This design comes from an exercise in tuning for small area on the open sky130 flow, not from production work. In this exercise RTL edits were held to simulation tests only and were not proved equivalent to the original. In every run shown here, the design's own scripts or RTL, not TritonCTS, make the clock network. The flow treats the clock pin as an ideal source. Dropping or thinning the clock tree relies on that and would not hold on a real chip. Power figures rest on the tool's default switching activity, not on a simulated workload.

File: design/flow/flow/run.sh
#!/bin/bash
# Standard ORFS layout, except:
#  - after the standard synthesis, the logic between the registers is mapped
#    again for area (flow/remap.py; registers and their names are kept);
#  - the clock port drives a few clock buffers, one per cluster of registers
#    (flow/cts_hook.tcl, run before CTS), instead of TritonCTS's tree;
#  - every input and output port gets the smallest buffer.
# ORFS writes each step's log under orfs/logs; the others go to *.log here.
set -e
export FLOW_CLKBUF=${FLOW_CLKBUF:-sky130_fd_sc_hd__clkbuf_16}
export FLOW_NCLK=${FLOW_NCLK:-2}
export PRE_CTS_TCL=$PWD/flow/cts_hook.tcl
export BUFFER_PORTS_ARGS="-buffer_cell sky130_fd_sc_hd__buf_1"
R=orfs/results/$FLOW_PLATFORM/newspaper_vending_machine/base
bash standard.sh synth > standard_synth.log 2>&1
cp $R/1_2_yosys.v $R/1_2_yosys_standard.v
python3 flow/remap.py $R/1_2_yosys_standard.v remap_out.v orfs/objects/$FLOW_PLATFORM/newspaper_vending_machine/base/abc.constr > remap.log 2>&1
cp remap_out.v $R/1_2_yosys.v
rm -f $R/1_synth.odb
bash standard.sh > standard.log 2>&1
File: design/flow/flow/cts_hook.tcl
set block [ord::get_db_block]
set clknet [$block findNet clk]
set k $::env(FLOW_NCLK)
set pts {}
set its {}
foreach it [$clknet getITerms] {
  set b [[$it getInst] getBBox]
  lappend pts [list [expr {([$b xMin] + [$b xMax]) / 2.0}] [expr {([$b yMin] + [$b yMax]) / 2.0}]]
  lappend its $it
}
set n [llength $pts]
# initial centres: sinks sorted by x+y, evenly spaced
set order [lsort -real -indices [lmap p $pts {expr {[lindex $p 0] + [lindex $p 1]}}]]
set cen {}
for {set c 0} {$c < $k} {incr c} {
  lappend cen [lindex $pts [lindex $order [expr {int(($c + 0.5) * $n / $k)}]]]
}
# balanced k-means: each cluster takes at most ceil(n/k) sinks
set cap [expr {($n + $k - 1) / $k}]
for {set iter 0} {$iter < 30} {incr iter} {
  set pairs {}
  for {set i 0} {$i < $n} {incr i} {
    set p [lindex $pts $i]
    for {set c 0} {$c < $k} {incr c} {
      set q [lindex $cen $c]
      lappend pairs [list [expr {abs([lindex $p 0] - [lindex $q 0]) + abs([lindex $p 1] - [lindex $q 1])}] $i $c]
    }
  }
  set pairs [lsort -real -index 0 $pairs]
  set asg [lrepeat $n -1]
  set cnt [lrepeat $k 0]
  foreach pr $pairs {
    lassign $pr d i c
    if {[lindex $asg $i] >= 0 || [lindex $cnt $c] >= $cap} { continue }
    lset asg $i $c
    lset cnt $c [expr {[lindex $cnt $c] + 1}]
  }
  set new {}
  for {set c 0} {$c < $k} {incr c} {
    set sx 0.0; set sy 0.0; set m 0
    for {set i 0} {$i < $n} {incr i} {
      if {[lindex $asg $i] == $c} {
        set sx [expr {$sx + [lindex $pts $i 0]}]
        set sy [expr {$sy + [lindex $pts $i 1]}]
        incr m
      }
    }
    lappend new [list [expr {$sx / max($m, 1)}] [expr {$sy / max($m, 1)}]]
  }
  set cen $new
}
set master [[ord::get_db] findMaster $::env(FLOW_CLKBUF)]
for {set c 0} {$c < $k} {incr c} {
  set inst [odb::dbInst_create $block $master clkbuf_$c]
  set net [odb::dbNet_create $block clknet_$c]
  $net setSigType CLOCK
  for {set i 0} {$i < $n} {incr i} {
    if {[lindex $asg $i] == $c} {
      set it [lindex $its $i]
      $it disconnect
      $it connect $net
    }
  }
  [$inst findITerm A] connect $clknet
  [$inst findITerm X] connect $net
  $inst setLocation [expr {int([lindex $cen $c 0])}] [expr {int([lindex $cen $c 1])}]
  $inst setPlacementStatus PLACED
  puts "clock buffer clkbuf_$c ($::env(FLOW_CLKBUF)): [lindex $cnt $c] sinks at [lindex $cen $c]"
}
set_propagated_clock [all_clocks]
rename clock_tree_synthesis _tritoncts
proc clock_tree_synthesis {args} {
  puts "clock_tree_synthesis skipped: clock buffers inserted by flow/cts_hook.tcl"
}
File: design/flow/flow/remap.py
#!/usr/bin/env python3
# Re-maps the combinational logic of the standard synthesis netlist for
# area.  The registers (dfxtp instances) are kept as they are, with their
# names; every other cell is replaced by its liberty function and the logic
# between the registers and ports is mapped again by ABC with a few area
# scripts.  The smallest result is written out.
# usage: remap.py in.v out.v abc.constr
import os, re, subprocess, sys
IN, OUT, CONSTR = sys.argv[1:4]
FLOW = os.environ['FLOW_HOME']
LIB = FLOW + '/platforms/sky130hd/lib/sky130_fd_sc_hd__tt_025C_1v80.lib'
YOSYS = os.environ.get('FLOW_YOSYS', FLOW + '/../tools/install/yosys/bin/yosys')
lib = open(LIB).read()
dont = sorted(set(re.findall(r'sky130_fd_sc_hd__\w+', open(FLOW + '/platforms/sky130hd/config.mk').read())))
net = open(IN).read()
used = set(re.findall(r'^\s*(sky130_fd_sc_hd__\w+)\s', net, re.M))
models = []
for cell in sorted(used):
    if cell.startswith('sky130_fd_sc_hd__df'):
        continue
    i = lib.index('cell ("%s")' % cell)
    j = lib.find('\n    cell (', i + 10)
    body = lib[i:j if j > 0 else len(lib)]
    ins, outs = [], []
    for name, pb in re.findall(r'(?<![_\w])pin \("(\w+)"\) \{(.*?)\n        \}', body, re.S):
        d = re.search(r'direction : "(\w+)"', pb).group(1)
        f = re.search(r'function : "([^"]*)"', pb)
        if d == 'input':
            ins.append(name)
        else:
            if not f:
                sys.exit('no function for %s/%s' % (cell, name))
            outs.append((name, f.group(1)))
    s = 'module %s(%s);\n' % (cell, ', '.join(ins + [o for o, _ in outs]))
    s += ''.join('  input %s;\n' % p for p in ins)
    for o, f in outs:
        e = re.sub(r'\)\s+\(', ') & (', f.replace('!', '~'))
        s += '  output %s;\n  assign %s = %s;\n' % (o, o, e)
    models.append(s + 'endmodule\n')
open('remap_models.v', 'w').write('\n'.join(models))
scripts = {
    'nf': '&get -n\n&st\n&dch\n&nf -R 1000 -p\n&put\n',
    'nf3': '&get -n\n&st\n&dch\n&nf -R 1000 -p\n&st\n&syn2\n&dch\n&nf -R 1000 -p\n&st\n&dch -f\n&nf -R 1000 -p\n&put\n',
    'amap': 'strash\ndch\namap\n',
    'amapm': 'strash\ndch\namap -m -F 4 -A 8\n',
    'speed': open(FLOW + '/scripts/abc_speed.script').read(),
}
best = None
for name, scr in scripts.items():
    open('remap_%s.abc' % name, 'w').write(scr)
    ys = '\n'.join([
        'read_liberty -lib %s' % LIB,
        'read_verilog remap_models.v',
        'read_verilog %s' % IN,
        'hierarchy -top %s' % os.environ['FLOW_TOP'],
        'flatten', 'techmap', 'opt -fast', 'opt_clean',
        'abc -liberty %s %s -constr %s -script remap_%s.abc' % (LIB, ' '.join('-dont_use ' + c for c in dont), CONSTR, name),
        'opt_clean',
        'write_verilog -noattr -noexpr -nohex -nodec remap_%s.v' % name,
        'stat -liberty %s' % LIB, ''])
    open('remap_%s.ys' % name, 'w').write(ys)
    with open('remap_%s.log' % name, 'w') as log:
        r = subprocess.run([YOSYS, '-s', 'remap_%s.ys' % name], stdout=log, stderr=subprocess.STDOUT)
    txt = open('remap_%s.log' % name).read()
    m = re.findall(r'Chip area for module .*?: ([\d.]+)', txt)
    if r.returncode or not m:
        print('remap %s: failed' % name)
        continue
    area = float(m[-1])
    print('remap %s: area %.2f' % (name, area))
    if best is None or area < best[0]:
        best = (area, name)
m = re.findall(r'Chip area for module .*?: ([\d.]+)', open(os.environ.get('FLOW_SYNTH_LOG', '/dev/null')).read()) if os.environ.get('FLOW_SYNTH_LOG') else []
if best is None:
    sys.exit('remap: no script succeeded')
print('remap: using %s (%.2f)' % (best[1], best[0]))
open(OUT, 'w').write(open('remap_%s.v' % best[1]).read())
File: design/flow/standard.sh
#!/bin/bash
# synth_recipe.tcl (not shown) runs the flow's synth.tcl, then flattens the netlist and writes it again
# the make line also repeats each setting of config.mk as NAME=value (left out here)
make -C /OpenROAD-flow-scripts/flow DESIGN_CONFIG=/design/flow/config.mk WORK_HOME=/design/flow/orfs CLKGATE_MAP_FILE= SYNTH_SCRIPT=/design/flow/synth_recipe.tcl "${@:-finish}"
File: design/flow/config.mk
export PLATFORM = sky130hd
export DESIGN_NAME = newspaper_vending_machine
export DESIGN_NICKNAME = newspaper_vending_machine
export VERILOG_FILES = /design/flow/design.v
export SDC_FILE = /design/flow/constraint.sdc
export NUM_CORES = 4
export LEC_CHECK = 0
export CAP_MARGIN = 20
export CORE_MARGIN = 2
export CORE_UTILIZATION = 40
export SLEW_MARGIN = 20
File: design/flow/constraint.sdc
create_clock -name core_clock -period 10.0 [get_ports {clk}]
set_input_delay 2.0000 -clock core_clock [delete_from_list [all_inputs] [get_ports {clk}]]
set_output_delay 2.0000 -clock core_clock [all_outputs]
set_load 0.01 [all_outputs]
File: design/flow/design.v
module newspaper_vending_machine(
    input wire clk,              
    input wire reset,            
    input wire coin5,             
    input wire coin10,            
    input wire coin15,            
    output reg newspaper,         
    output reg [4:0] led_amount   
);
    localparam [9:0]  DB_LOAD = 10'h2f9;
    localparam [9:0]  DB_INV  = 10'h2aa;
    localparam [14:0] DP_LOAD = 15'h2ecf;
    localparam [14:0] DP_INV  = 15'h2aaa;
    reg coin5_sync1, coin5_sync2;
    reg coin10_sync1, coin10_sync2;
    reg coin15_sync1, coin15_sync2;
    reg reset_sync1, reset_sync2;
    always @(posedge clk) begin
        coin5_sync1  <= coin5;
        coin5_sync2  <= coin5_sync1;
        coin10_sync1 <= coin10;
        coin10_sync2 <= coin10_sync1;
        coin15_sync1 <= coin15;
        coin15_sync2 <= coin15_sync1;
        reset_sync1  <= reset;
        reset_sync2  <= reset_sync1;
    end
    reg coin5_last, coin10_last, coin15_last;
    reg coin5_prev, coin10_prev, coin15_prev;
    reg [9:0] debounce_counter5, debounce_counter10, debounce_counter15;
    wire [9:0] q5  = debounce_counter5  ^ DB_INV;
    wire [9:0] q10 = debounce_counter10 ^ DB_INV;
    wire [9:0] q15 = debounce_counter15 ^ DB_INV;
    wire coin5_full  = &q5;
    wire coin10_full = &q10;
    wire coin15_full = &q15;
    wire [9:0] q5_next  = {q5[8:0],  ~(q5[9]  ^ q5[6])  | (&q5[8:0])};
    wire [9:0] q10_next = {q10[8:0], ~(q10[9] ^ q10[6]) | (&q10[8:0])};
    wire [9:0] q15_next = {q15[8:0], ~(q15[9] ^ q15[6]) | (&q15[8:0])};
    wire coin5_stable  = coin5_full  ? coin5_last  : coin5_prev;
    wire coin10_stable = coin10_full ? coin10_last : coin10_prev;
    wire coin15_stable = coin15_full ? coin15_last : coin15_prev;
    always @(posedge clk) begin
        if (reset_sync2 || (coin5_sync2 != coin5_last))
            debounce_counter5 <= DB_LOAD ^ DB_INV;
        else
            debounce_counter5 <= q5_next ^ DB_INV;
        if (reset_sync2 || (coin10_sync2 != coin10_last))
            debounce_counter10 <= DB_LOAD ^ DB_INV;
        else
            debounce_counter10 <= q10_next ^ DB_INV;
        if (reset_sync2 || (coin15_sync2 != coin15_last))
            debounce_counter15 <= DB_LOAD ^ DB_INV;
        else
            debounce_counter15 <= q15_next ^ DB_INV;
        if (reset_sync2) begin
            coin5_last  <= 1'b0;
            coin10_last <= 1'b0;
            coin15_last <= 1'b0;
            coin5_prev  <= 1'b0;
            coin10_prev <= 1'b0;
            coin15_prev <= 1'b0;
        end else begin
            coin5_last  <= coin5_sync2;
            coin10_last <= coin10_sync2;
            coin15_last <= coin15_sync2;
            coin5_prev  <= coin5_stable;
            coin10_prev <= coin10_stable;
            coin15_prev <= coin15_stable;
        end
    end
    wire coin5_edge  = coin5_full  & coin5_last  & ~coin5_prev;
    wire coin10_edge = coin10_full & coin10_last & ~coin10_prev;
    wire coin15_edge = coin15_full & coin15_last & ~coin15_prev;
    reg [2:0] state;
    reg [14:0] display_counter;
    wire [14:0] qd = display_counter ^ DP_INV;
    wire dp_a = &qd[13:1];
    wire displaying = ~(qd[14] & dp_a);
    wire [14:0] qd_next = {qd[13:0], ~(qd[14] ^ qd[13]) | dp_a};
    wire high = state[2] | (state[1] & state[0]);    
    wire [2:0] coin = coin5_edge ? 3'd1 : coin10_edge ? 3'd2 : coin15_edge ? 3'd3 : 3'd0;
    always @(posedge clk) begin
        if (reset_sync2)
            state <= 3'd0;
        else if (high) begin
            if (!displaying) state <= 3'd0;
        end else
            state <= state + coin;
    end
    always @(posedge clk) begin
        if (reset_sync2)
            display_counter <= {15{1'b1}} ^ DP_INV;
        else if (high && !displaying)
            display_counter <= DP_LOAD ^ DP_INV;
        else
            display_counter <= qd_next ^ DP_INV;
        if (reset_sync2)
            newspaper <= 1'b0;
        else
            newspaper <= displaying;
    end
    always @(*) begin
        case (state)
            3'd0: led_amount = 5'b00000;
            3'd1: led_amount = 5'b00001;
            3'd2: led_amount = 5'b00011;
            3'd3: led_amount = 5'b00111;
            3'd4: led_amount = 5'b01111;
            default: led_amount = 5'b11111;
        endcase
    end
endmodule
==> metrics.md, run 1 <==
| Metric | Value |
|---|---|
| Growth of design area from synthesis to finish | `8.206%` |
| X dimension of the die | `72.75 µm` |
| Max VDD drop | `0.08735 mV` |
| Slowest cell on the critical path | `sky130_fd_sc_hd__a22oi_1` |
| Period Utilization, post-route | `32.08%` |
| Highest routed metal layer | `met4` |
| Clock latency on the worst-skew pair | `0.17 ns` |
| Net count of the mapped netlist | `195` |
| Final count of hold timing violations | `0` |
| Clk network pwr share | `a little over a quarter` |
| Final max-slew violation count | `0` |
| Total die area | `~0.0053 mm²` |
| Top-level port count | `11` |
| Routed wire length on met3 | `50 µm` |
| RSZ-0062 raised after global routing | `no` |
| Wire length of the first global-routing pass | `4.712 mm` |
| Critical Path Fanout Max | `8` |
| ANT cells | `0` |
| Switching part of the total power | `18.88%` |
| Total design power | `369.6 µW` |
| Critical path required time | `~8 ns` |
| Cell family with most CP delay | `compound AO/OA/AOI/OAI gates` |
| Total of warnings raised by yosys | `1` |
| CTS-repair resized insts | `0` |
| Remaining global-route overflow | `0` |
| Maximum Capacitance Violations | `0` |
| Combinational power share | `under 10%` |
| Count of buffers from port buffering | `10` |
| NumNets Final | `209` |
| R2r startpoint | `debounce_counter5[6]` |
| Flop-to-flop setup slack | `7.57 ns` |
| Depth of the worst register-to-register path | `10` |
| Slew HR | `51.66%` |
| DP Wirelength | `1.931 mm` |
| Clock-pin slew of the registers on the worst-case setup and hold paths | `approximately 0.11 ns` |
| Wire length after detailed routing | `2.709 mm` |
| Netlist area before placement | `0.001891 mm²` |
| Highest-count cells in the layout ignoring fill and taps | `63 x sky130_fd_sc_hd__dfxtp_1, 36 x sky130_fd_sc_hd__nor2_1, 20 x sky130_fd_sc_hd__clkinv_1` |
| Path category of the worst min-delay check | `flip-flop to flip-flop` |
| Post-route minimum period | `3.208 ns` |
| Vias per inst | `around 4.8` |
| Data arrival time of the worst path | `1.21 ns` |
| Worst hold path startpoint | `coin15_sync1` |
| Proportion of power drawn by flip-flops and latches | `71.2%` |
| Leading cell type in the layout, fill and taps excluded | `sky130_fd_sc_hd__dfxtp_1` |
| Number of global-route vias before repair | `roughly 1200` |
| Finish-stage setup viols | `0` |
| Delay of the slowest cell on the worst path | `0.36 ns` |
| Average cell area after synthesis | `between 9 and 10 µm²` |
| Count of vias placed by the detailed router | `1237` |
| Initial antenna violation count | `0` |
| Global Route Usage Sum | `10.38%` |
| Endpoint class of the critical path | `output pin` |
| M1 wire length | `1.413 mm` |
| P_leak | `~0.00077 µW` |
| Worst Setup Start Kind | `flip-flop` |
| Critical Path, Cell by Cell | `clkinv_1 > a22oi_1 > buf_1` |
| Quantity of hold-fixing buffers added after cts | `0` |
| Cells after synthesis | `190` |
| Buf+Inv Stages, Crit Path | `2` |
| Fraction of final layout cells sized beyond drive strength 1 | `0.9901%` |
| Number of rows in the core area | `25` |
| Internal power component | `between 200 and 300 µW` |
| Least-Margin Pin Slew | `0.7252 ns` |
| Post-detailed-route DRC marker count | `0` |
| Status | `no timing/DRC/antenna violations` |
| Floorplan Core Area | `0.004629 mm²` |
| Power per cell area | `approximately 180 mW/mm²` |
| Post-CTS Setup Inserts | `0` |
| Largest net degree at the start of global routing | `33` |
| Hold path cells | `0` |
| Sum Neg Setup Slack | `0 ns` |
| Endpoint of the worst hold path | `coin15_sync2` |
| Clock skew after layout | `about 0.0019 ns` |
| Die boundary height | `72.75 µm` |
| Capturing point of the worst reg2reg path | `state[1]` |
| Post-route ant nets | `0` |
| Final weighted congestion of routability-driven global placement | `0.7050` |
| Average wire per cell in the routed design | `10.58 µm` |
| Total length of routed met2 wires | `1.202 mm` |
| Violation count after the first detailed-routing iteration | `25` |
| Initial cell density of the core | `between 40% and 50%` |
| Worst Path Class, Setup | `flip-flop to output pin` |
| Number of detailed-routing iterations run before antenna repair | `4` |
| Fmax | `0.3118 GHz` |
| Switching component of the power | `69.77 µW` |
worst max-delay path by stage:
stage,end,cells past startpoint,from
after global placement,led_amount[2],3,state[1]
after floorplan,led_amount[2],2,state[2]
final,led_amount[2],3,state[1]
after CTS,led_amount[2],3,state[1]
after global routing,led_amount[2],3,state[1]
after detailed placement,led_amount[2],3,state[1]
sequential cells by signal, summed over array words and instances (netlist names):
register	flops
display_counter	15
debounce_counter10	10
debounce_counter15	10
debounce_counter5	10
state	3
coin10_last	1
coin10_prev	1
coin10_sync1	1
coin10_sync2	1
coin15_last	1
coin15_prev	1
coin15_sync1	1
coin15_sync2	1
coin5_last	1
coin5_prev	1
coin5_sync1	1
coin5_sync2	1
newspaper	1
reset_sync1	1
reset_sync2	1
stage by stage:
step	worst slack (ns)	utilization [%]	instances	hold slack [ns]	area, µm²
2_1_floorplan	7.099	-	190	0.3096	1891
3_3_place_gp	7.048	43.11	254	0.3103	1996
3_5_place_dp	7.015	43.11	254	0.3150	1996
4_1_cts	6.794	44.19	256	0.3425	2046
5_1_grt	6.663	44.19	256	0.3492	2046
6_report	6.792	44.19	256	0.3393	2046
layer usage:
layer	up-vias	track usage (%)
met4	0	1.440
met3	4	0.5525
met1	569	14.07
met5	-	0
li1	654	-
met2	10	18.69
area by class of cell:
class / count / area, µm²
fill: 461 / 2584
sequential: 63 / 1261
multi-input combinational: 107 / 554.3
inverter: 20 / 75.07
tap: 54 / 67.56
buffer: 2 / 50.05
timing repair buffer: 10 / 37.54
power by group through the flow:
stage	sequential (µW)	combinational [µW]	clock (µW)
3_3_place_gp	269	10.0	0
5_1_grt	264	11.8	109
4_1_cts	263	10.2	101
3_5_place_dp	269	10.2	0
2_1_floorplan	268	7.82	0
6_report	263	10.0	96.5
==> run 2: changes to the inputs <==
--- a/design/flow/design.v
+++ b/design/flow/design.v
@@ -10,4 +10,6 @@
     localparam [9:0]  DB_LOAD = 10'h2f9;
     localparam [9:0]  DB_INV  = 10'h2aa;
+    localparam [9:0]  DB_FULL = 10'h3b7;
+    localparam [9:0]  DB_LAST = 10'h1df;
     localparam [14:0] DP_LOAD = 15'h2ecf;
     localparam [14:0] DP_INV  = 15'h2aaa;
@@ -32,23 +34,23 @@
     wire [9:0] q10 = debounce_counter10 ^ DB_INV;
     wire [9:0] q15 = debounce_counter15 ^ DB_INV;
-    wire coin5_full  = &q5;
-    wire coin10_full = &q10;
-    wire coin15_full = &q15;
-    wire [9:0] q5_next  = {q5[8:0],  ~(q5[9]  ^ q5[6])  | (&q5[8:0])};
-    wire [9:0] q10_next = {q10[8:0], ~(q10[9] ^ q10[6]) | (&q10[8:0])};
-    wire [9:0] q15_next = {q15[8:0], ~(q15[9] ^ q15[6]) | (&q15[8:0])};
+    wire coin5_full  = &(q5 | ~DB_FULL);
+    wire coin10_full = &(q10 | ~DB_FULL);
+    wire coin15_full = &(q15 | ~DB_FULL);
+    wire [9:0] q5_next  = {q5[8:0],  ~(q5[9]  ^ q5[6])  | (&(q5 | ~DB_LAST))};
+    wire [9:0] q10_next = {q10[8:0], ~(q10[9] ^ q10[6]) | (&(q10 | ~DB_LAST))};
+    wire [9:0] q15_next = {q15[8:0], ~(q15[9] ^ q15[6]) | (&(q15 | ~DB_LAST))};
     wire coin5_stable  = coin5_full  ? coin5_last  : coin5_prev;
     wire coin10_stable = coin10_full ? coin10_last : coin10_prev;
     wire coin15_stable = coin15_full ? coin15_last : coin15_prev;
     always @(posedge clk) begin
-        if (reset_sync2 || (coin5_sync2 != coin5_last))
+        if (coin5_sync2 != coin5_last)
             debounce_counter5 <= DB_LOAD ^ DB_INV;
         else
             debounce_counter5 <= q5_next ^ DB_INV;
-        if (reset_sync2 || (coin10_sync2 != coin10_last))
+        if (coin10_sync2 != coin10_last)
             debounce_counter10 <= DB_LOAD ^ DB_INV;
         else
             debounce_counter10 <= q10_next ^ DB_INV;
-        if (reset_sync2 || (coin15_sync2 != coin15_last))
+        if (coin15_sync2 != coin15_last)
             debounce_counter15 <= DB_LOAD ^ DB_INV;
         else
@@ -73,5 +75,4 @@
     wire coin10_edge = coin10_full & coin10_last & ~coin10_prev;
     wire coin15_edge = coin15_full & coin15_last & ~coin15_prev;
-    reg [2:0] state;
     reg [14:0] display_counter;
     wire [14:0] qd = display_counter ^ DP_INV;
@@ -79,21 +80,44 @@
     wire displaying = ~(qd[14] & dp_a);
     wire [14:0] qd_next = {qd[13:0], ~(qd[14] ^ qd[13]) | dp_a};
-    wire high = state[2] | (state[1] & state[0]);    
-    wire [2:0] coin = coin5_edge ? 3'd1 : coin10_edge ? 3'd2 : coin15_edge ? 3'd3 : 3'd0;
+    localparam [2:0] A0 = 3'd1;
+    localparam [2:0] A1 = 3'd3;
+    localparam [2:0] A2 = 3'd0;
+    localparam [2:0] A3 = 3'd2;
+    localparam [2:0] A4 = 3'd4;
+    localparam [2:0] A5 = 3'd6;
+    reg [2:0] state, state_next;
+    reg high;    
+    always @(*) begin
+        high = 1'b0;
+        case (state)
+            A0: state_next = coin5_edge ? A1 : coin10_edge ? A2 : coin15_edge ? A3 : A0;
+            A1: state_next = coin5_edge ? A2 : coin10_edge ? A3 : coin15_edge ? A4 : A1;
+            A2: state_next = coin5_edge ? A3 : coin10_edge ? A4 : coin15_edge ? A5 : A2;
+            default: begin
+                high = 1'b1;
+                state_next = displaying ? state : A0;
+            end
+        endcase
+        case (state)
+            A0: led_amount = 5'b00000;
+            A1: led_amount = 5'b00001;
+            A2: led_amount = 5'b00011;
+            A3: led_amount = 5'b00111;
+            A4: led_amount = 5'b01111;
+            default: led_amount = 5'b11111;
+        endcase
+    end
+    wire start = high & ~displaying;
     always @(posedge clk) begin
         if (reset_sync2)
-            state <= 3'd0;
-        else if (high) begin
-            if (!displaying) state <= 3'd0;
-        end else
-            state <= state + coin;
+            state <= A0;
+        else
+            state <= state_next;
     end
     always @(posedge clk) begin
         if (reset_sync2)
             display_counter <= {15{1'b1}} ^ DP_INV;
-        else if (high && !displaying)
-            display_counter <= DP_LOAD ^ DP_INV;
         else
-            display_counter <= qd_next ^ DP_INV;
+            display_counter <= (qd_next & ~(~DP_LOAD & {15{start}})) ^ DP_INV;
         if (reset_sync2)
             newspaper <= 1'b0;
@@ -101,13 +125,3 @@
             newspaper <= displaying;
     end
-    always @(*) begin
-        case (state)
-            3'd0: led_amount = 5'b00000;
-            3'd1: led_amount = 5'b00001;
-            3'd2: led_amount = 5'b00011;
-            3'd3: led_amount = 5'b00111;
-            3'd4: led_amount = 5'b01111;
-            default: led_amount = 5'b11111;
-        endcase
-    end
 endmodule
==> metrics.md, run 2 <==
| Metric | Value |
|---|---|
| Status | `no timing/DRC/antenna violations (unchanged)` |
| Path category of the worst min-delay check | `flip-flop to flip-flop (unchanged)` |
| Leading cell type in the layout, fill and taps excluded | `sky130_fd_sc_hd__dfxtp_1 (unchanged)` |
| Final count of hold timing violations | `0 (unchanged)` |
| Met3 usage in global routing | `0.9845% (was 0.5525%)` |
| Finish-stage setup viols | `0 (unchanged)` |
| Number of detailed-routing iterations run before antenna repair | `4 (unchanged)` |
| Netlist area before placement | `0.001836 mm² (was 0.001891 mm²)` |
| Wire length after detailed routing | `2.812 mm (was 2.709 mm)` |
| GR peak layer | `met2 (unchanged)` |
| Sum Neg Setup Slack | `0 ns (unchanged)` |
| Slew HR | `51.31% (was 51.66%)` |
| Wire length of the first global-routing pass | `4.988 mm (was 4.712 mm)` |
| Endpoint class of the critical path | `output pin (unchanged)` |
| Net count of the mapped netlist | `187 (was 195)` |
| Worst Path Class, Setup | `flip-flop to output pin (unchanged)` |
| Average wire per cell in the routed design | `11.43 µm (was 10.58 µm)` |
| Final max-slew violation count | `0 (unchanged)` |
| Max VDD drop | `0.1404 mV (was 0.08735 mV)` |
| CTS-repair resized insts | `0 (unchanged)` |
| Period Utilization, post-route | `31.32% (was 32.08%)` |
| ANT cells | `0 (unchanged)` |
| Violation count after the first detailed-routing iteration | `64 (was 25)` |
| DP Wirelength | `2.148 mm (was 1.931 mm)` |
| Least-Margin Pin Slew | `0.7227 ns (was 0.7252 ns)` |
| Count of buffers from port buffering | `10 (unchanged)` |
| Clock latency on the worst-skew pair | `0.17 ns (about the same)` |
| Post-route minimum period | `3.132 ns (was 3.208 ns)` |
| Floorplan Core Area | `0.004384 mm² (was 0.004629 mm²)` |
| Post-detailed-route DRC marker count | `0 (unchanged)` |
| NumNets Final | `201 (was 209)` |
| Core occupancy in the finished layout | `45.35% (was 44.19%)` |
| Post-CTS Setup Inserts | `0 (unchanged)` |
| Critical Path Fanout Max | `4 (was 8)` |
| Number of rows in the core area | `24 (was 25)` |
| Total die area | `0.005147 mm² (was 0.005293 mm²)` |
| Clock-pin slew of the registers on the worst-case setup and hold paths | `0.11 ns (about the same)` |
| GR Util met1 | `14.73% (was 14.07%)` |
| Global Route met2 Usage | `19.96% (was 18.69%)` |
| RSZ-0062 raised after global routing | `no (unchanged)` |
| Quantity of hold-fixing buffers added after cts | `0 (unchanged)` |
| Count of vias placed by the detailed router | `1195 (was 1237)` |
| Post-route ant nets | `0 (unchanged)` |
| Maximum Capacitance Violations | `0 (unchanged)` |
| Top-level port count | `11 (unchanged)` |
| Total of warnings raised by yosys | `1 (unchanged)` |
| Worst Hold Margin | `0.3384 ns (was 0.3393 ns)` |
| Highest-count cells in the layout ignoring fill and taps | `63 x sky130_fd_sc_hd__dfxtp_1, 33 x sky130_fd_sc_hd__nor2_1, 15 x sky130_fd_sc_hd__clkinv_1, 15 x sky130_fd_sc_hd__nand2_1, 10 x sky130_fd_sc_hd__buf_1 (was 63 x sky130_fd_sc_hd__dfxtp_1, 36 x sky130_fd_sc_hd__nor2_1, 20 x sky130_fd_sc_hd__clkinv_1)` |
| Fraction of final layout cells sized beyond drive strength 1 | `1.031% (was 0.9901%)` |
| Fmax | `0.3193 GHz (was 0.3118 GHz)` |
| Data arrival time of the worst path | `1.13 ns (was 1.21 ns)` |
| Cell area after layout | `0.001988 mm² (was 0.002046 mm²)` |
| Power per cell area | `193.4 mW/mm² (was 180.7 mW/mm²)` |
| Number of flip-flops under the largest register name | `15 (unchanged)` |
| Final weighted congestion of routability-driven global placement | `0.8093 (was 0.7050)` |
| Largest Register | `display_counter (unchanged)` |
| Cells after synthesis | `182 (was 190)` |
| X dimension of the die | `71.74 µm (was 72.75 µm)` |
| Clock skew after layout | `0.006944 ns (was 0.001881 ns)` |
| Initial cell density of the core | `41.87% (was 40.84%)` |
| Average cell area after synthesis | `10.09 µm² (was 9.950 µm²)` |
| Die boundary height | `71.74 µm (was 72.75 µm)` |
| Worst Setup Start Kind | `flip-flop (unchanged)` |
| Number of global-route vias before repair | `1197 (was 1153)` |
| Pre-CTS worst setup slack | `7.060 ns (was 7.015 ns)` |
| Vias per inst | `4.858 (was 4.832)` |
| Largest net degree at the start of global routing | `33 (unchanged)` |
| Growth of design area from synthesis to finish | `8.316% (was 8.206%)` |
| Global Route Usage Sum | `11.33% (was 10.38%)` |
| Initial antenna violation count | `0 (unchanged)` |
| Placed cell areas | `0.001938 mm² (was 0.001996 mm²)` |
| Number of filler cells placed in the layout | `413 (was 461)` |
| P_leak | `0.0007621 µW (was 0.0007668 µW)` |
| Critical path required time | `8.00 ns (about the same)` |
| Remaining global-route overflow | `0 (unchanged)` |
| Worst Setup Slack, final | `6.868 ns (was 6.792 ns)` |
run 2: path summary, 6_finish.rpt:
check / cells after the start / end / from / slack, ns
worst min-delay path: 0 / coin5_sync2 / coin5_sync1 / 0.34
worst min register to register: 0 / coin5_sync2 / coin5_sync1 / 0.34
worst max register to register: 7 / state[2] / debounce_counter5[1] / 7.86
worst max-delay path: 3 / led_amount[2] / state[1] / 6.87
run 2: worst max-delay path, stage by stage, from the launching register on:
cell and delay, ns:
sky130_fd_sc_hd__dfxtp_1 0.39, sky130_fd_sc_hd__clkinv_1 0.14, sky130_fd_sc_hd__o21ai_0 0.24, sky130_fd_sc_hd__buf_1 0.19
run 2: final cells by class:
cell class / instances / area, µm² / share of cell area (%)
timing repair buffer: 10 / 37.54 / 1.888
inverter: 15 / 56.30 / 2.832
multi-input combinational: 104 / 518.0 / 26.05
buffer: 2 / 50.05 / 2.517
sequential: 63 / 1261 / 63.44
tap: 52 / 65.06 / 3.272
run 2: through the flow:
step                      instances  total power, µW
after detailed placement        244            295.3
after global placement          244            293.8
after global routing            246            403.0
after floorplan                 182            289.1
after CTS                       246            388.0
final                           246            384.5
run 2: routing by layer:
metal / share of wire, % / vias to the layer above
li1: - / 635
met1: 48 / 536
met2: 46 / 15
met3: 2.8 / 9
met4: 2.8 / 0
met5: 0 / -
run 2: power by group:
group / total [µW] / switching, µW / internal, µW
registers: 273 / 8.66 / 265
logic: 16.1 / 9.18 / 6.93
clock network: 95.0 / 57.9 / 37.2
==> run 3: changes to the inputs <==
--- a/design/flow/flow/run.sh
+++ b/design/flow/flow/run.sh
@@ -8,6 +8,6 @@
 # ORFS writes each step's log under orfs/logs; the others go to *.log here.
 set -e
-export FLOW_CLKBUF=${FLOW_CLKBUF:-sky130_fd_sc_hd__clkbuf_16}
-export FLOW_NCLK=${FLOW_NCLK:-2}
+export FLOW_CLKBUF=${FLOW_CLKBUF:-sky130_fd_sc_hd__clkbuf_8}
+export FLOW_NCLK=${FLOW_NCLK:-3}
 export PRE_CTS_TCL=$PWD/flow/cts_hook.tcl
 export BUFFER_PORTS_ARGS="-buffer_cell sky130_fd_sc_hd__buf_1"
--- a/design/flow/flow/remap.py
+++ b/design/flow/flow/remap.py
@@ -44,4 +44,7 @@
     'amap': 'strash\ndch\namap\n',
     'amapm': 'strash\ndch\namap -m -F 4 -A 8\n',
+    'amap3': 'strash\ndch\namap\n' * 3,
+    'amap5': 'strash\ndch\namap\n' * 5,
+    'amapm3': 'strash\ndch\namap -m -F 4 -A 8\n' * 3,
     'speed': open(FLOW + '/scripts/abc_speed.script').read(),
 }
@@ -71,5 +74,4 @@
     if best is None or area < best[0]:
         best = (area, name)
-m = re.findall(r'Chip area for module .*?: ([\d.]+)', open(os.environ.get('FLOW_SYNTH_LOG', '/dev/null')).read()) if os.environ.get('FLOW_SYNTH_LOG') else []
 if best is None:
     sys.exit('remap: no script succeeded')
--- a/design/flow/config.mk
+++ b/design/flow/config.mk
@@ -8,4 +8,5 @@
 export CAP_MARGIN = 20
 export CORE_MARGIN = 2
-export CORE_UTILIZATION = 40
+export CORE_UTILIZATION = 70
+export PLACE_DENSITY = 0.85
 export SLEW_MARGIN = 20
==> metrics.md, run 3 <==
| Metric | Value |
|---|---|
| Combinational power share | `3.6% (was 4.2%)` |
| DP Wirelength | `1.983 mm (was 2.148 mm)` |
| Final max-slew violation count | `0 (unchanged)` |
| Path category of the worst min-delay check | `flip-flop to flip-flop (unchanged)` |
| Average wire per cell in the routed design | `12.39 µm (was 11.43 µm)` |
| Area of the multi-input gates | `528.0 µm² (was 518.0 µm²)` |
| Die boundary height | `55.09 µm (was 71.74 µm)` |
| Proportion of power drawn by flip-flops and latches | `73.5% (was 71.1%)` |
| Remaining global-route overflow | `0 (unchanged)` |
| Number of filler cells placed in the layout | `174 (was 413)` |
| Floorplan Core Area | `0.002477 mm² (was 0.004384 mm²)` |
| Cells after synthesis | `177 (was 182)` |
| Final weighted congestion of routability-driven global placement | `0.6882 (was 0.8093)` |
| Initial cell density of the core | `73.74% (was 41.87%)` |
| Hold path cells | `0 (unchanged)` |
| Wire length after detailed routing | `2.725 mm (was 2.812 mm)` |
| Post-detailed-route DRC marker count | `0 (unchanged)` |
| Sum Neg Setup Slack | `0 ns (unchanged)` |
| R2r startpoint | `debounce_counter5[8] (was debounce_counter5[1])` |
| Violation count after the first detailed-routing iteration | `31 (was 64)` |
| Power per cell area | `189.2 mW/mm² (was 193.4 mW/mm²)` |
| Growth of design area from synthesis to finish | `6.370% (was 8.316%)` |
| Critical Path Fanout Max | `4 (unchanged)` |
| NumNets Final | `197 (was 201)` |
| Worst Setup Slack, final | `6.882 ns (was 6.868 ns)` |
| Worst setup path startpoint | `state[1] (unchanged)` |
| Global Route Usage Sum | `18.97% (was 11.33%)` |
| Depth of the worst register-to-register path | `8 (was 7)` |
| Critical path required time | `8.00 ns (about the same)` |
| Endpoint of the worst hold path | `coin10_sync2 (was coin5_sync2)` |
| Worst hold path startpoint | `coin10_sync1 (was coin5_sync1)` |
| Netlist area before placement | `0.001827 mm² (was 0.001836 mm²)` |
| Finish-stage setup viols | `0 (unchanged)` |
| Final count of hold timing violations | `0 (unchanged)` |
| RSZ-0062 raised after global routing | `no (unchanged)` |
| Total of warnings raised by yosys | `1 (unchanged)` |
| Post-route ant nets | `0 (unchanged)` |
| Total die area | `0.003034 mm² (was 0.005147 mm²)` |
| Maximum Capacitance Violations | `0 (unchanged)` |
| Wire length of the first global-routing pass | `4.284 mm (was 4.988 mm)` |
| Highest-count cells in the layout ignoring fill and taps | `63 x sky130_fd_sc_hd__dfxtp_1, 37 x sky130_fd_sc_hd__nor2_1 (was 63 x sky130_fd_sc_hd__dfxtp_1, 33 x sky130_fd_sc_hd__nor2_1, 15 x sky130_fd_sc_hd__clkinv_1, 15 x sky130_fd_sc_hd__nand2_1, 10 x sky130_fd_sc_hd__buf_1)` |
| Largest Register | `display_counter (unchanged)` |
| Capturing point of the worst reg2reg path | `state[0] (was state[2])` |
| Flop-to-flop setup slack | `7.96 ns (was 7.86 ns)` |
| Count of vias placed by the detailed router | `1206 (was 1195)` |
| Least-Margin Pin Slew | `0.6707 ns (was 0.7227 ns)` |
| X dimension of the die | `55.09 µm (was 71.74 µm)` |
| Area taken by flip-flops and latches | `0.001261 mm² (unchanged)` |
| Largest net degree at the start of global routing | `22 (was 33)` |
| Worst Setup Start Kind | `flip-flop (unchanged)` |
| Internal power component | `297.0 µW (was 308.8 µW)` |
| Number of detailed-routing iterations run before antenna repair | `4 (unchanged)` |
| Clk network pwr share | `22.8% (was 24.7%)` |
| Total design power | `367.7 µW (was 384.5 µW)` |
| Top-level port count | `11 (unchanged)` |
| Number of rows in the core area | `18 (was 24)` |
| Fmax | `0.3208 GHz (was 0.3193 GHz)` |
| Number of flip-flops under the largest register name | `15 (unchanged)` |
| Net count of the mapped netlist | `182 (was 187)` |
| ANT cells | `0 (unchanged)` |
| Slew HR | `55.29% (was 51.31%)` |
| Status | `no timing/DRC/antenna violations (unchanged)` |
| Vias per inst | `5.482 (was 4.858)` |
| Post-CTS Setup Inserts | `0 (unchanged)` |
| CTS-repair resized insts | `0 (unchanged)` |
| Pre-CTS worst setup slack | `7.078 ns (was 7.060 ns)` |
| Data arrival time of the worst path | `1.12 ns (was 1.13 ns)` |
| Clock-pin slew of the registers on the worst-case setup and hold paths | `0.11 ns (about the same)` |
| Average cell area after synthesis | `10.32 µm² (was 10.09 µm²)` |
| Worst Path Class, Setup | `flip-flop to output pin (unchanged)` |
| Clock skew after layout | `0.008848 ns (was 0.006944 ns)` |
| P_leak | `0.0007570 µW (was 0.0007621 µW)` |
| Fraction of final layout cells sized beyond drive strength 1 | `1.579% (was 1.031%)` |
| Initial antenna violation count | `0 (unchanged)` |
| Leading cell type in the layout, fill and taps excluded | `sky130_fd_sc_hd__dfxtp_1 (unchanged)` |
| Post-route minimum period | `3.118 ns (was 3.132 ns)` |
| Period Utilization, post-route | `31.18% (was 31.32%)` |
| Core occupancy in the finished layout | `78.43% (was 45.35%)` |
| Quantity of hold-fixing buffers added after cts | `0 (unchanged)` |
| Number of global-route vias before repair | `1049 (was 1197)` |
| Switching component of the power | `70.75 µW (was 75.68 µW)` |
| Count of buffers from port buffering | `10 (unchanged)` |
| Max VDD drop | `0.1933 mV (was 0.1404 mV)` |
| Endpoint class of the critical path | `output pin (unchanged)` |
| Switching part of the total power | `19.24% (was 19.68%)` |
| Clock latency on the worst-skew pair | `0.17 ns (about the same)` |
==> run 3: per-stage QoR <==
| step | hold WS (ns) | instance area (µm²) | cells |
|---|---|---|---|
| after floorplan | 0.3096 | 1827 | 177 |
| after global placement | 0.3126 | 1902 | 217 |
| after detailed placement | 0.3128 | 1902 | 217 |
| after CTS | 0.3352 | 1943 | 220 |
| after global routing | 0.3426 | 1943 | 220 |
| final | 0.3322 | 1943 | 220 |
==> run 3: worst max path at each step <==
stage	depth (start not counted)	to
final	3	led_amount[2]
after global routing	3	led_amount[2]
after CTS	3	led_amount[2]
after detailed placement	3	led_amount[2]
after global placement	3	led_amount[2]
after floorplan	2	led_amount[2]
==> run 3: metal layers <==
| metal | GRT usage [%] | wire (µm) |
|---|---|---|
| met1 | 23.68 | 1314 |
| met2 | 35.91 | 1261 |
| met3 | 1.613 | 111 |
| met4 | 3.252 | 38 |
| met5 | 0 | 0 |
==> run 3: power by group through the flow <==
| stage | Sequential, µW | Combinational (µW) | Clock, µW |
|---|---|---|---|
| after floorplan | 274 | 10.4 | 0 |
| after global placement | 276 | 12.5 | 0 |
| after detailed placement | 276 | 13.4 | 0 |
| after CTS | 271 | 13.6 | 86.3 |
| after global routing | 272 | 15.5 | 92.6 |
| final | 270 | 13.4 | 83.9 |
==> run 3: layout make-up <==
type	count	area share, %
tap	30	1.932
sequential	63	64.91
multi-input combinational	104	27.17
buffer	3	2.125
timing repair buffer	10	1.932
inverter	10	1.932
==> run 3: worst max-delay path: stages, from the launching register on <==
cell and delay [ns]:
sky130_fd_sc_hd__dfxtp_1 0.39, sky130_fd_sc_hd__clkinv_1 0.14, sky130_fd_sc_hd__o21ai_0 0.24, sky130_fd_sc_hd__buf_1 0.18
==> run 4: changes to the inputs <==
--- a/design/flow/design.v
+++ b/design/flow/design.v
@@ -77,28 +77,30 @@
     reg [14:0] display_counter;
     wire [14:0] qd = display_counter ^ DP_INV;
-    wire dp_a = &qd[13:1];
-    wire displaying = ~(qd[14] & dp_a);
+    wire dp_a = &qd[13:1];       
     wire [14:0] qd_next = {qd[13:0], ~(qd[14] ^ qd[13]) | dp_a};
+    wire displaying;
     localparam [2:0] A0 = 3'd1;
-    localparam [2:0] A1 = 3'd3;
-    localparam [2:0] A2 = 3'd0;
-    localparam [2:0] A3 = 3'd2;
-    localparam [2:0] A4 = 3'd4;
+    localparam [2:0] A0S = 3'd2;
+    localparam [2:0] A1 = 3'd0;
+    localparam [2:0] A2 = 3'd4;
+    localparam [2:0] A3 = 3'd5;
+    localparam [2:0] A4 = 3'd7;
     localparam [2:0] A5 = 3'd6;
     reg [2:0] state, state_next;
     reg high;    
+    wire started = (state == A0S);
     always @(*) begin
         high = 1'b0;
         case (state)
-            A0: state_next = coin5_edge ? A1 : coin10_edge ? A2 : coin15_edge ? A3 : A0;
+            A0, A0S, 3'd3: state_next = coin5_edge ? A1 : coin10_edge ? A2 : coin15_edge ? A3 : A0;
             A1: state_next = coin5_edge ? A2 : coin10_edge ? A3 : coin15_edge ? A4 : A1;
             A2: state_next = coin5_edge ? A3 : coin10_edge ? A4 : coin15_edge ? A5 : A2;
             default: begin
                 high = 1'b1;
-                state_next = displaying ? state : A0;
+                state_next = displaying ? state : A0S;
             end
         endcase
         case (state)
-            A0: led_amount = 5'b00000;
+            A0, A0S, 3'd3: led_amount = 5'b00000;
             A1: led_amount = 5'b00001;
             A2: led_amount = 5'b00011;
@@ -108,5 +110,4 @@
         endcase
     end
-    wire start = high & ~displaying;
     always @(posedge clk) begin
         if (reset_sync2)
@@ -115,13 +116,12 @@
             state <= state_next;
     end
+    assign displaying = ~dp_a | started;
     always @(posedge clk) begin
         if (reset_sync2)
             display_counter <= {15{1'b1}} ^ DP_INV;
         else
-            display_counter <= (qd_next & ~(~DP_LOAD & {15{start}})) ^ DP_INV;
-        if (reset_sync2)
-            newspaper <= 1'b0;
-        else
-            newspaper <= displaying;
+            display_counter <= (qd_next & ~(~DP_LOAD & {15{started}})) ^ DP_INV;
     end
+    always @(*)
+        newspaper = ~(qd[14] & dp_a);
 endmodule
--- a/design/flow/flow/run.sh
+++ b/design/flow/flow/run.sh
@@ -8,6 +8,6 @@
 # ORFS writes each step's log under orfs/logs; the others go to *.log here.
 set -e
-export FLOW_CLKBUF=${FLOW_CLKBUF:-sky130_fd_sc_hd__clkbuf_8}
-export FLOW_NCLK=${FLOW_NCLK:-3}
+export FLOW_CLKBUF=${FLOW_CLKBUF:-sky130_fd_sc_hd__clkbuf_16}
+export FLOW_NCLK=${FLOW_NCLK:-2}
 export PRE_CTS_TCL=$PWD/flow/cts_hook.tcl
 export BUFFER_PORTS_ARGS="-buffer_cell sky130_fd_sc_hd__buf_1"
--- a/design/flow/flow/remap.py
+++ b/design/flow/flow/remap.py
@@ -47,4 +47,7 @@
     'amap5': 'strash\ndch\namap\n' * 5,
     'amapm3': 'strash\ndch\namap -m -F 4 -A 8\n' * 3,
+    'amapx': 'strash\ndch -x\namap\n',
+    'amapx3': 'strash\ndch -x\namap\n' * 3,
+    'amapx5': 'strash\ndch -x\namap\n' * 5,
     'speed': open(FLOW + '/scripts/abc_speed.script').read(),
 }
--- a/design/flow/config.mk
+++ b/design/flow/config.mk
@@ -8,5 +8,4 @@
 export CAP_MARGIN = 20
 export CORE_MARGIN = 2
-export CORE_UTILIZATION = 70
-export PLACE_DENSITY = 0.85
+export CORE_UTILIZATION = 40
 export SLEW_MARGIN = 20
==> metrics.md, run 4 <==
| Metric | Value |
|---|---|
| Cells after synthesis | `183 (was 177)` |
| CTS-repair resized insts | `0 (unchanged)` |
| Slowest cell on the critical path | `sky130_fd_sc_hd__or4_1 (was sky130_fd_sc_hd__dfxtp_1)` |
| Netlist area before placement | `0.001808 mm² (was 0.001827 mm²)` |
| Worst setup path startpoint | `display_counter[1] (was state[1])` |
| Maximum Capacitance Violations | `0 (unchanged)` |
| ANT cells | `0 (unchanged)` |
| Clock latency on the worst-skew pair | `0.17 ns (about the same)` |
| Fraction of final layout cells sized beyond drive strength 1 | `1.026% (was 1.579%)` |
| Clock-pin slew of the registers on the worst-case setup and hold paths | `0.10 ns (was 0.11 ns)` |
| RSZ-0062 raised after global routing | `no (unchanged)` |
| Post-CTS Setup Inserts | `0 (unchanged)` |
| Quantity of hold-fixing buffers added after cts | `0 (unchanged)` |
| Largest Register | `display_counter (unchanged)` |
| Worst Path Class, Setup | `flip-flop to output pin (unchanged)` |
| Delay of the slowest cell on the worst path | `0.47 ns (was 0.39 ns)` |
| Net count of the mapped netlist | `188 (was 182)` |
| Status | `no timing/DRC/antenna violations (unchanged)` |
| Wire length of the first global-routing pass | `4.623 mm (was 4.284 mm)` |
| Number of flip-flops under the largest register name | `15 (unchanged)` |
| Period Utilization, post-route | `38.04% (was 31.18%)` |
| Slew HR | `57.78% (was 55.29%)` |
| Fmax | `0.2629 GHz (was 0.3208 GHz)` |
| Top-level port count | `11 (unchanged)` |
| Data arrival time of the worst path | `1.80 ns (was 1.12 ns)` |
| Total die area | `0.005074 mm² (was 0.003034 mm²)` |
| X dimension of the die | `71.23 µm (was 55.09 µm)` |
| Average wire per cell in the routed design | `10.57 µm (was 12.39 µm)` |
| Final count of hold timing violations | `0 (unchanged)` |
| Floorplan Core Area | `0.004354 mm² (was 0.002477 mm²)` |
| Path category of the worst min-delay check | `flip-flop to flip-flop (unchanged)` |
| Highest-count cells in the layout ignoring fill and taps | `62 x sky130_fd_sc_hd__dfxtp_1, 40 x sky130_fd_sc_hd__nor2_1, 27 x sky130_fd_sc_hd__nand2_1, 12 x sky130_fd_sc_hd__clkinv_1, 10 x sky130_fd_sc_hd__buf_1 (was 63 x sky130_fd_sc_hd__dfxtp_1, 37 x sky130_fd_sc_hd__nor2_1)` |
| Worst Setup Start Kind | `flip-flop (unchanged)` |
| Largest net degree at the start of global routing | `32 (was 22)` |
| Cell area after layout | `0.001961 mm² (was 0.001943 mm²)` |
| Worst hold path startpoint | `reset_sync1 (was coin10_sync1)` |
| Vias per inst | `4.781 (was 5.482)` |
| Max VDD drop | `0.1092 mV (was 0.1933 mV)` |
| Post-detailed-route DRC marker count | `0 (unchanged)` |
| Count of buffers from port buffering | `10 (unchanged)` |
| Final weighted congestion of routability-driven global placement | `0.7853 (was 0.6882)` |
| Number of global-route vias before repair | `1067 (was 1049)` |
| Global Route Usage Sum | `10.49% (was 18.97%)` |
| Clock skew after layout | `0.004889 ns (was 0.008848 ns)` |
| DP Wirelength | `1.915 mm (was 1.983 mm)` |
| Violation count after the first detailed-routing iteration | `59 (was 31)` |
| P_leak | `0.0007569 µW (was 0.0007570 µW)` |
| Post-route minimum period | `3.804 ns (was 3.118 ns)` |
| Initial antenna violation count | `0 (unchanged)` |
| Growth of design area from synthesis to finish | `8.443% (was 6.370%)` |
| Finish-stage setup viols | `0 (unchanged)` |
| Initial cell density of the core | `41.52% (was 73.74%)` |
| Leading cell type in the layout, fill and taps excluded | `sky130_fd_sc_hd__dfxtp_1 (unchanged)` |
| Average cell area after synthesis | `9.880 µm² (was 10.32 µm²)` |
| Critical Path Fanout Max | `4 (unchanged)` |
| Post-route ant nets | `0 (unchanged)` |
| Power per cell area | `190.4 mW/mm² (was 189.2 mW/mm²)` |
| R2r startpoint | `display_counter[1] (was debounce_counter5[8])` |
| Placed cell areas | `0.001911 mm² (was 0.001902 mm²)` |
| Critical Path, Cell by Cell | `nand4b_1 > or4_1 > nor4_1 > nand2_1 > buf_1 (was clkinv_1 > o21ai_0 > buf_1)` |
| Count of vias placed by the detailed router | `1181 (was 1206)` |
| Sum Neg Setup Slack | `0 ns (unchanged)` |
| Critical path required time | `8.00 ns (about the same)` |
| Number of rows in the core area | `24 (was 18)` |
| Least-Margin Pin Slew | `0.6325 ns (was 0.6707 ns)` |
| Final max-slew violation count | `0 (unchanged)` |
| NumNets Final | `202 (was 197)` |
| Wire length after detailed routing | `2.612 mm (was 2.725 mm)` |
| Die boundary height | `71.23 µm (was 55.09 µm)` |
| Endpoint class of the critical path | `output pin (unchanged)` |
| Remaining global-route overflow | `0 (unchanged)` |
| Total of warnings raised by yosys | `1 (unchanged)` |
| Number of detailed-routing iterations run before antenna repair | `4 (unchanged)` |
## run 4: through the flow
step                      total power [µW]  cells  worst slack [ns]  utilization (%)  hold WS [ns]
after floorplan                      279.6    183             6.552                -        0.3096
after global placement               284.4    245             6.404            43.88        0.3119
after detailed placement             284.5    245             6.359            43.88        0.3128
after CTS                            377.5    247             6.153            45.03        0.3397
after global routing                 391.8    247             6.014            45.03        0.3474
final                                373.3    247             6.196            45.03        0.3363
## run 4: cell type report
| type | instances | area, µm² |
|---|---|---|
| tap | 52 | 65.06 |
| fill | 415 | 2394 |
| buffer | 2 | 50.05 |
| multi-input combinational | 109 | 521.8 |
| timing repair buffer | 10 | 37.54 |
| inverter | 12 | 45.04 |
| sequential | 62 | 1241 |
## run 4: worst max-delay path, delay by kind of cell (launching register included)
kind / cells / cell delay (ns)
buffers and inverters: 1 / 0.14
AND/OR/NAND/NOR: 4 / 1.18
flip-flops: 1 / 0.32
## run 4: path summary, 6_finish.rpt
kind / end / slack, ns / depth (start not counted)
min reg2reg: reset_sync2 / 0.34 / 0
min: reset_sync2 / 0.34 / 0
max reg2reg: state[0] / 7.96 / 6
max: newspaper / 6.20 / 5
## run 4: power by group
| part | switching [µW] | internal [µW] | total (µW) |
|---|---|---|---|
| Clock | 57.5 | 37.2 | 94.7 |
| Combinational | 7.69 | 5.33 | 13.0 |
| Sequential | 7.35 | 258 | 266 |
| Total | 72.6 | 301 | 373 |
## run 4: per-layer routing
layer | part of all wire (%) | wire (µm) | global-route usage [%]
met1 | 54 | 1406 | 16.40
met2 | 41 | 1082 | 16.15
met3 | 2.9 | 77 | 0.7032
met4 | 1.8 | 46 | 1.887
met5 | 0 | 0 | 0
==> run 5: changes to the inputs <==
--- a/design/flow/flow/run.sh
+++ b/design/flow/flow/run.sh
@@ -3,10 +3,12 @@
 #  - after the standard synthesis, the logic between the registers is mapped
 #    again for area (flow/remap.py; registers and their names are kept);
-#  - the clock port drives a few clock buffers, one per cluster of registers
-#    (flow/cts_hook.tcl, run before CTS), instead of TritonCTS's tree;
+#  - the clock port drives one small inverter that drives a few clock
+#    inverters, one per cluster of registers (flow/cts_hook.tcl, run before
+#    CTS), instead of TritonCTS's tree;
 #  - every input and output port gets the smallest buffer.
 # ORFS writes each step's log under orfs/logs; the others go to *.log here.
 set -e
-export FLOW_CLKBUF=${FLOW_CLKBUF:-sky130_fd_sc_hd__clkbuf_16}
+export FLOW_CLKROOT=${FLOW_CLKROOT-sky130_fd_sc_hd__clkinv_4}
+export FLOW_CLKBUF=${FLOW_CLKBUF:-sky130_fd_sc_hd__clkinv_8}
 export FLOW_NCLK=${FLOW_NCLK:-2}
 export PRE_CTS_TCL=$PWD/flow/cts_hook.tcl
--- a/design/flow/flow/cts_hook.tcl
+++ b/design/flow/flow/cts_hook.tcl
@@ -1,2 +1,9 @@
+# Clock tree: FLOW_NCLK clock drivers (FLOW_CLKBUF), each placed at the
+# centre of a cluster of registers (k-means on the placed positions) and
+# driving that cluster's clock pins.  If FLOW_CLKROOT is set (an inverter),
+# the clock port drives one such inverter, placed at the centre of all the
+# registers, and the cluster drivers (inverters too) hang from it, so every
+# register sees the clock through two inversions.  Replaces TritonCTS's
+# H-tree and its dummy loads.
 set block [ord::get_db_block]
 set clknet [$block findNet clk]
@@ -50,5 +57,23 @@
   set cen $new
 }
+set src $clknet
+if {[info exists ::env(FLOW_CLKROOT)] && $::env(FLOW_CLKROOT) ne ""} {
+  set sx 0.0
+  set sy 0.0
+  foreach p $pts {
+    set sx [expr {$sx + [lindex $p 0]}]
+    set sy [expr {$sy + [lindex $p 1]}]
+  }
+  set root [odb::dbInst_create $block [[ord::get_db] findMaster $::env(FLOW_CLKROOT)] clkroot]
+  set src [odb::dbNet_create $block clknet_root]
+  $src setSigType CLOCK
+  [$root findITerm A] connect $clknet
+  [$root findITerm Y] connect $src
+  $root setLocation [expr {int($sx / $n)}] [expr {int($sy / $n)}]
+  $root setPlacementStatus PLACED
+  puts "clock root $::env(FLOW_CLKROOT) at [expr {$sx / $n}] [expr {$sy / $n}]"
+}
 set master [[ord::get_db] findMaster $::env(FLOW_CLKBUF)]
+set out [expr {[$master findMTerm X] ne "NULL" ? "X" : "Y"}]
 for {set c 0} {$c < $k} {incr c} {
   set inst [odb::dbInst_create $block $master clkbuf_$c]
@@ -62,6 +87,6 @@
     }
   }
-  [$inst findITerm A] connect $clknet
-  [$inst findITerm X] connect $net
+  [$inst findITerm A] connect $src
+  [$inst findITerm $out] connect $net
   $inst setLocation [expr {int([lindex $cen $c 0])}] [expr {int([lindex $cen $c 1])}]
   $inst setPlacementStatus PLACED
@@ -69,4 +94,10 @@
 }
 set_propagated_clock [all_clocks]
+# cts.tcl runs repair_clock_inverters after this hook; it would clone the
+# clock inverters next to every register, so it is skipped too.
+rename repair_clock_inverters _repair_clock_inverters
+proc repair_clock_inverters {args} {
+  puts "repair_clock_inverters skipped: clock tree built by flow/cts_hook.tcl"
+}
 rename clock_tree_synthesis _tritoncts
 proc clock_tree_synthesis {args} {
==> metrics.md, run 5 <==
| Metric | Value |
|---|---|
| Post-route ant nets | `0 (unchanged)` |
| Net count of the mapped netlist | `188 (unchanged)` |
| Max VDD drop | `0.07941 mV (was 0.1092 mV)` |
| Status | `no timing/DRC/antenna violations (unchanged)` |
| Count of vias placed by the detailed router | `1187 (was 1181)` |
| Pre-CTS worst setup slack | `6.359 ns (unchanged)` |
| Wire length after detailed routing | `2.593 mm (was 2.612 mm)` |
| Final weighted congestion of routability-driven global placement | `0.7853 (unchanged)` |
| Floorplan Core Area | `0.004354 mm² (unchanged)` |
| Clock latency on the worst-skew pair | `0.19 ns (was 0.17 ns)` |
| Final count of hold timing violations | `0 (unchanged)` |
| CTS-repair resized insts | `0 (unchanged)` |
| Average cell area after synthesis | `9.880 µm² (unchanged)` |
| Finish-stage setup viols | `0 (unchanged)` |
| Cells after synthesis | `183 (unchanged)` |
| Path category of the worst min-delay check | `flip-flop to flip-flop (unchanged)` |
| Total of warnings raised by yosys | `1 (unchanged)` |
| Number of global-route vias before repair | `1101 (was 1067)` |
| Core occupancy in the finished layout | `44.83% (was 45.03%)` |
| Leading cell type in the layout, fill and taps excluded | `sky130_fd_sc_hd__dfxtp_1 (unchanged)` |
| Netlist area before placement | `0.001808 mm² (unchanged)` |
| Fraction of final layout cells sized beyond drive strength 1 | `1.531% (was 1.026%)` |
| Die boundary height | `71.23 µm (unchanged)` |
| Worst hold path startpoint | `reset_sync1 (unchanged)` |
| Power per cell area | `184.7 mW/mm² (was 190.4 mW/mm²)` |
| Vias per inst | `4.786 (was 4.781)` |
| ANT cells | `0 (unchanged)` |
| Largest net degree at the start of global routing | `32 (unchanged)` |
| Average wire per cell in the routed design | `10.46 µm (was 10.57 µm)` |
| Area of the multi-input gates | `521.8 µm² (unchanged)` |
| Endpoint class of the critical path | `output pin (unchanged)` |
| DP Wirelength | `1.915 mm (unchanged)` |
| Sum Neg Setup Slack | `0 ns (unchanged)` |
| Initial antenna violation count | `0 (unchanged)` |
| Remaining global-route overflow | `0 (unchanged)` |
| Slew HR | `57.24% (was 57.78%)` |
| Critical Path Fanout Max | `4 (unchanged)` |
| Clock-pin slew of the registers on the worst-case setup and hold paths | `0.10 ns (about the same)` |
| Placed cell areas | `0.001911 mm² (unchanged)` |
| Violation count after the first detailed-routing iteration | `59 (unchanged)` |
| Maximum Capacitance Violations | `0 (unchanged)` |
| Area taken by flip-flops and latches | `0.001241 mm² (unchanged)` |
| Wire length of the first global-routing pass | `4.664 mm (was 4.623 mm)` |
| Growth of design area from synthesis to finish | `7.958% (was 8.443%)` |
| Number of flip-flops under the largest register name | `15 (unchanged)` |
| NumNets Final | `203 (was 202)` |
| P_leak | `0.0007502 µW (was 0.0007569 µW)` |
| R2r startpoint | `display_counter[1] (unchanged)` |
| Worst Setup Slack, final | `6.170 ns (was 6.196 ns)` |
| Worst Hold Margin | `0.3354 ns (was 0.3363 ns)` |
| Post-route minimum period | `3.830 ns (was 3.804 ns)` |
| Clock skew after layout | `0.004822 ns (was 0.004889 ns)` |
| Highest-count cells in the layout ignoring fill and taps | `62 x sky130_fd_sc_hd__dfxtp_1, 40 x sky130_fd_sc_hd__nor2_1, 27 x sky130_fd_sc_hd__nand2_1, 12 x sky130_fd_sc_hd__clkinv_1, 10 x sky130_fd_sc_hd__buf_1 (unchanged)` |
| Largest Register | `display_counter (unchanged)` |
| Post-detailed-route DRC marker count | `0 (unchanged)` |
| Number of detailed-routing iterations run before antenna repair | `4 (unchanged)` |
| Least-Margin Pin Slew | `0.6405 ns (was 0.6325 ns)` |
| Top-level port count | `11 (unchanged)` |
| Post-CTS Setup Inserts | `0 (unchanged)` |
| Critical path required time | `8.00 ns (about the same)` |
| RSZ-0062 raised after global routing | `no (unchanged)` |
| Initial cell density of the core | `41.52% (unchanged)` |
| Final max-slew violation count | `0 (unchanged)` |
| Worst Path Class, Setup | `flip-flop to output pin (unchanged)` |
| Critical Path, Cell by Cell | `nand4b_1 > or4_1 > nor4_1 > nand2_1 > buf_1 (unchanged)` |
| Count of buffers from port buffering | `10 (unchanged)` |
| Delay of the slowest cell on the worst path | `0.47 ns (about the same)` |
| Quantity of hold-fixing buffers added after cts | `0 (unchanged)` |
| Cell area after layout | `0.001952 mm² (was 0.001961 mm²)` |
| Worst Setup Start Kind | `flip-flop (unchanged)` |
| Data arrival time of the worst path | `1.83 ns (was 1.80 ns)` |
| Global Route Usage Sum | `10.49% (unchanged)` |
| Worst setup path startpoint | `display_counter[1] (unchanged)` |
| Period Utilization, post-route | `38.30% (was 38.04%)` |
| Number of filler cells placed in the layout | `415 (unchanged)` |
| X dimension of the die | `71.23 µm (unchanged)` |
| Fmax | `0.2611 GHz (was 0.2629 GHz)` |
| Number of rows in the core area | `24 (unchanged)` |
| Slowest cell on the critical path | `sky130_fd_sc_hd__or4_1 (unchanged)` |
| Total die area | `0.005074 mm² (unchanged)` |
run 5: worst paths after layout:
kind	depth (start not counted)	endpoint	slack, ns
worst max-delay path	5	newspaper	6.17
worst min register to register	0	reset_sync2	0.34
worst max register to register	6	state[0]	7.96
worst min-delay path	0	reset_sync2	0.34
run 5: critical path, delay by kind of cell (launching register included):
kind	cells	cell delay [ns]
buf+inv	1	0.14
flops	1	0.32
simple gates	4	1.18
run 5: where the power goes:
group | leakage (µW) | internal [µW] | switching, µW
combinational | 0.000222 | 5.33 | 7.68
sequential | 0.000510 | 258 | 7.38
clock | 0.0000179 | 11.1 | 70.7
run 5: layout make-up:
class,count,area share (%)
well taps,52,3.333
multi-input cells,109,26.73
repair buffers,10,1.923
flip-flops and latches,62,63.59
inverters,15,4.423
run 5: layer usage:
| layer | part of all wire [%] | vias up | global-route usage (%) |
|---|---|---|---|
| met5 | 0 | - | 0 |
| met4 | 0.66 | 0 | 1.677 |
| met3 | 3.0 | 2 | 0.7032 |
| met2 | 44 | 11 | 16.98 |
| met1 | 53 | 527 | 15.77 |
| li1 | - | 647 | - |
run 5: per-stage QoR:
stage	instances	power, µW
final	248	360.6
after global placement	245	284.4
after global routing	248	380.8
after detailed placement	245	284.5
after CTS	248	368.3
after floorplan	183	279.6
==> run 6: changes to the inputs <==
--- a/design/flow/flow/run.sh
+++ b/design/flow/flow/run.sh
@@ -9,5 +9,8 @@
 # ORFS writes each step's log under orfs/logs; the others go to *.log here.
 set -e
-export FLOW_CLKROOT=${FLOW_CLKROOT-sky130_fd_sc_hd__clkinv_4}
+# keep every temporary file inside the work folder
+mkdir -p tmp
+export TMPDIR=$PWD/tmp
+export FLOW_CLKROOT=${FLOW_CLKROOT-sky130_fd_sc_hd__clkinv_2}
 export FLOW_CLKBUF=${FLOW_CLKBUF:-sky130_fd_sc_hd__clkinv_8}
 export FLOW_NCLK=${FLOW_NCLK:-2}
==> metrics.md, run 6 <==
| Metric | Value |
|---|---|
| Leading cell type in the layout, fill and taps excluded | `sky130_fd_sc_hd__dfxtp_1 (unchanged)` |
| Power per cell area | `184.6 mW/mm² (was 184.7 mW/mm²)` |
| Slew HR | `57.42% (was 57.24%)` |
| Endpoint class of the critical path | `output pin (unchanged)` |
| Cell family with most CP delay | `simple AND/OR/NAND/NOR gates (unchanged)` |
| Finish-stage setup viols | `0 (unchanged)` |
| Top-level port count | `11 (unchanged)` |
| Total design power | `359.6 µW (was 360.6 µW)` |
| Quantity of hold-fixing buffers added after cts | `0 (unchanged)` |
| Status | `no timing/DRC/antenna violations (unchanged)` |
| Cells after synthesis | `183 (unchanged)` |
| Global Route Usage Sum | `10.46% (was 10.49%)` |
| Die boundary height | `71.23 µm (unchanged)` |
| Wire length after detailed routing | `2.595 mm (was 2.593 mm)` |
| ANT cells | `0 (unchanged)` |
| Count of buffers from port buffering | `10 (unchanged)` |
| Fraction of final layout cells sized beyond drive strength 1 | `1.531% (unchanged)` |
| Clock latency on the worst-skew pair | `0.28 ns (was 0.19 ns)` |
| Sum Neg Setup Slack | `0 ns (unchanged)` |
| CTS-repair resized insts | `0 (unchanged)` |
| Switching component of the power | `86.70 µW (was 85.77 µW)` |
| Largest net degree at the start of global routing | `32 (unchanged)` |
| Violation count after the first detailed-routing iteration | `59 (unchanged)` |
| Net count of the mapped netlist | `188 (unchanged)` |
| Max VDD drop | `0.09121 mV (was 0.07941 mV)` |
| Critical Path Fanout Max | `4 (unchanged)` |
| Number of global-route vias before repair | `1083 (was 1101)` |
| P_leak | `0.0007500 µW (was 0.0007502 µW)` |
| Final count of hold timing violations | `0 (unchanged)` |
| Initial antenna violation count | `0 (unchanged)` |
| Growth of design area from synthesis to finish | `7.751% (was 7.958%)` |
| Initial cell density of the core | `41.52% (unchanged)` |
| Average wire per cell in the routed design | `10.46 µm (about the same)` |
| Cell area after layout | `0.001948 mm² (was 0.001952 mm²)` |
| Data arrival time of the worst path | `1.92 ns (was 1.83 ns)` |
| Least-Margin Pin Slew | `0.6379 ns (was 0.6405 ns)` |
| Slowest cell on the critical path | `sky130_fd_sc_hd__or4_1 (unchanged)` |
| Number of detailed-routing iterations run before antenna repair | `4 (unchanged)` |
| Critical path required time | `8.00 ns (about the same)` |
| Post-route ant nets | `0 (unchanged)` |
| Buf+Inv Stages, Crit Path | `1 (unchanged)` |
| Total die area | `0.005074 mm² (unchanged)` |
| Clock skew after layout | `0.005212 ns (was 0.004822 ns)` |
| Proportion of power drawn by flip-flops and latches | `73.9% (was 73.7%)` |
| Period Utilization, post-route | `39.24% (was 38.30%)` |
| Clock-pin slew of the registers on the worst-case setup and hold paths | `0.11 ns (was 0.10 ns)` |
| Post-route minimum period | `3.924 ns (was 3.830 ns)` |
| Netlist area before placement | `0.001808 mm² (unchanged)` |
| Path category of the worst min-delay check | `flip-flop to flip-flop (unchanged)` |
-- run 6: per-stage QoR --
step / utilization [%] / cells / hold slack, ns / worst slack (ns)
floorplan: - / 183 / 0.3096 / 6.552
global placement: 43.88 / 245 / 0.3119 / 6.404
detailed placement: 43.88 / 245 / 0.3128 / 6.359
CTS: 44.74 / 248 / 0.3418 / 6.017
global route: 44.74 / 248 / 0.3480 / 5.886
finish: 44.74 / 248 / 0.3381 / 6.076
-- run 6: power by group through the flow --
stage / combinational, µW / sequential (µW) / clock (µW)
floorplan: 10.4 / 269 / 0
global placement: 13.0 / 271 / 0
detailed placement: 13.1 / 271 / 0
CTS: 13.2 / 266 / 87.2
global route: 15.5 / 268 / 95.5
finish: 13.0 / 266 / 80.8
-- run 6: path summary, 6_finish.rpt --
check | startpoint | end | slack [ns] | cells after the start
worst min-delay path | reset_sync1 | reset_sync2 | 0.34 | 0
worst max-delay path | display_counter[1] | newspaper | 6.08 | 5
worst max register to register | display_counter[1] | state[0] | 7.96 | 6
worst min register to register | reset_sync1 | reset_sync2 | 0.34 | 0
-- run 6: final cells by class --
type                            count  area [µm²]
Tap cell                           52       65.06
Multi-Input combinational cell    109       521.8
Fill cell                         417        2406
Inverter                           15       82.58
Sequential cell                    62        1241
Timing Repair Buffer               10       37.54
-- run 6: metal layers --
layer  track usage [%]  vias to the layer above  wire, µm
met3            0.7032                        4        83
met5                 0                        -         0
met2             16.67                       13      1083
li1                  -                      650         -
met4             1.887                        0        38
met1             15.86                      528      1390

Re-timed with assumed drivers on the ports (clkbuf_16 on the clock, buf_2 on other inputs), run 6 has 6.048 ns of setup slack against 6.076 ns with ideal ports, and 6.355 ns once port delays also move by the mid clock arrival of 0.307 ns.
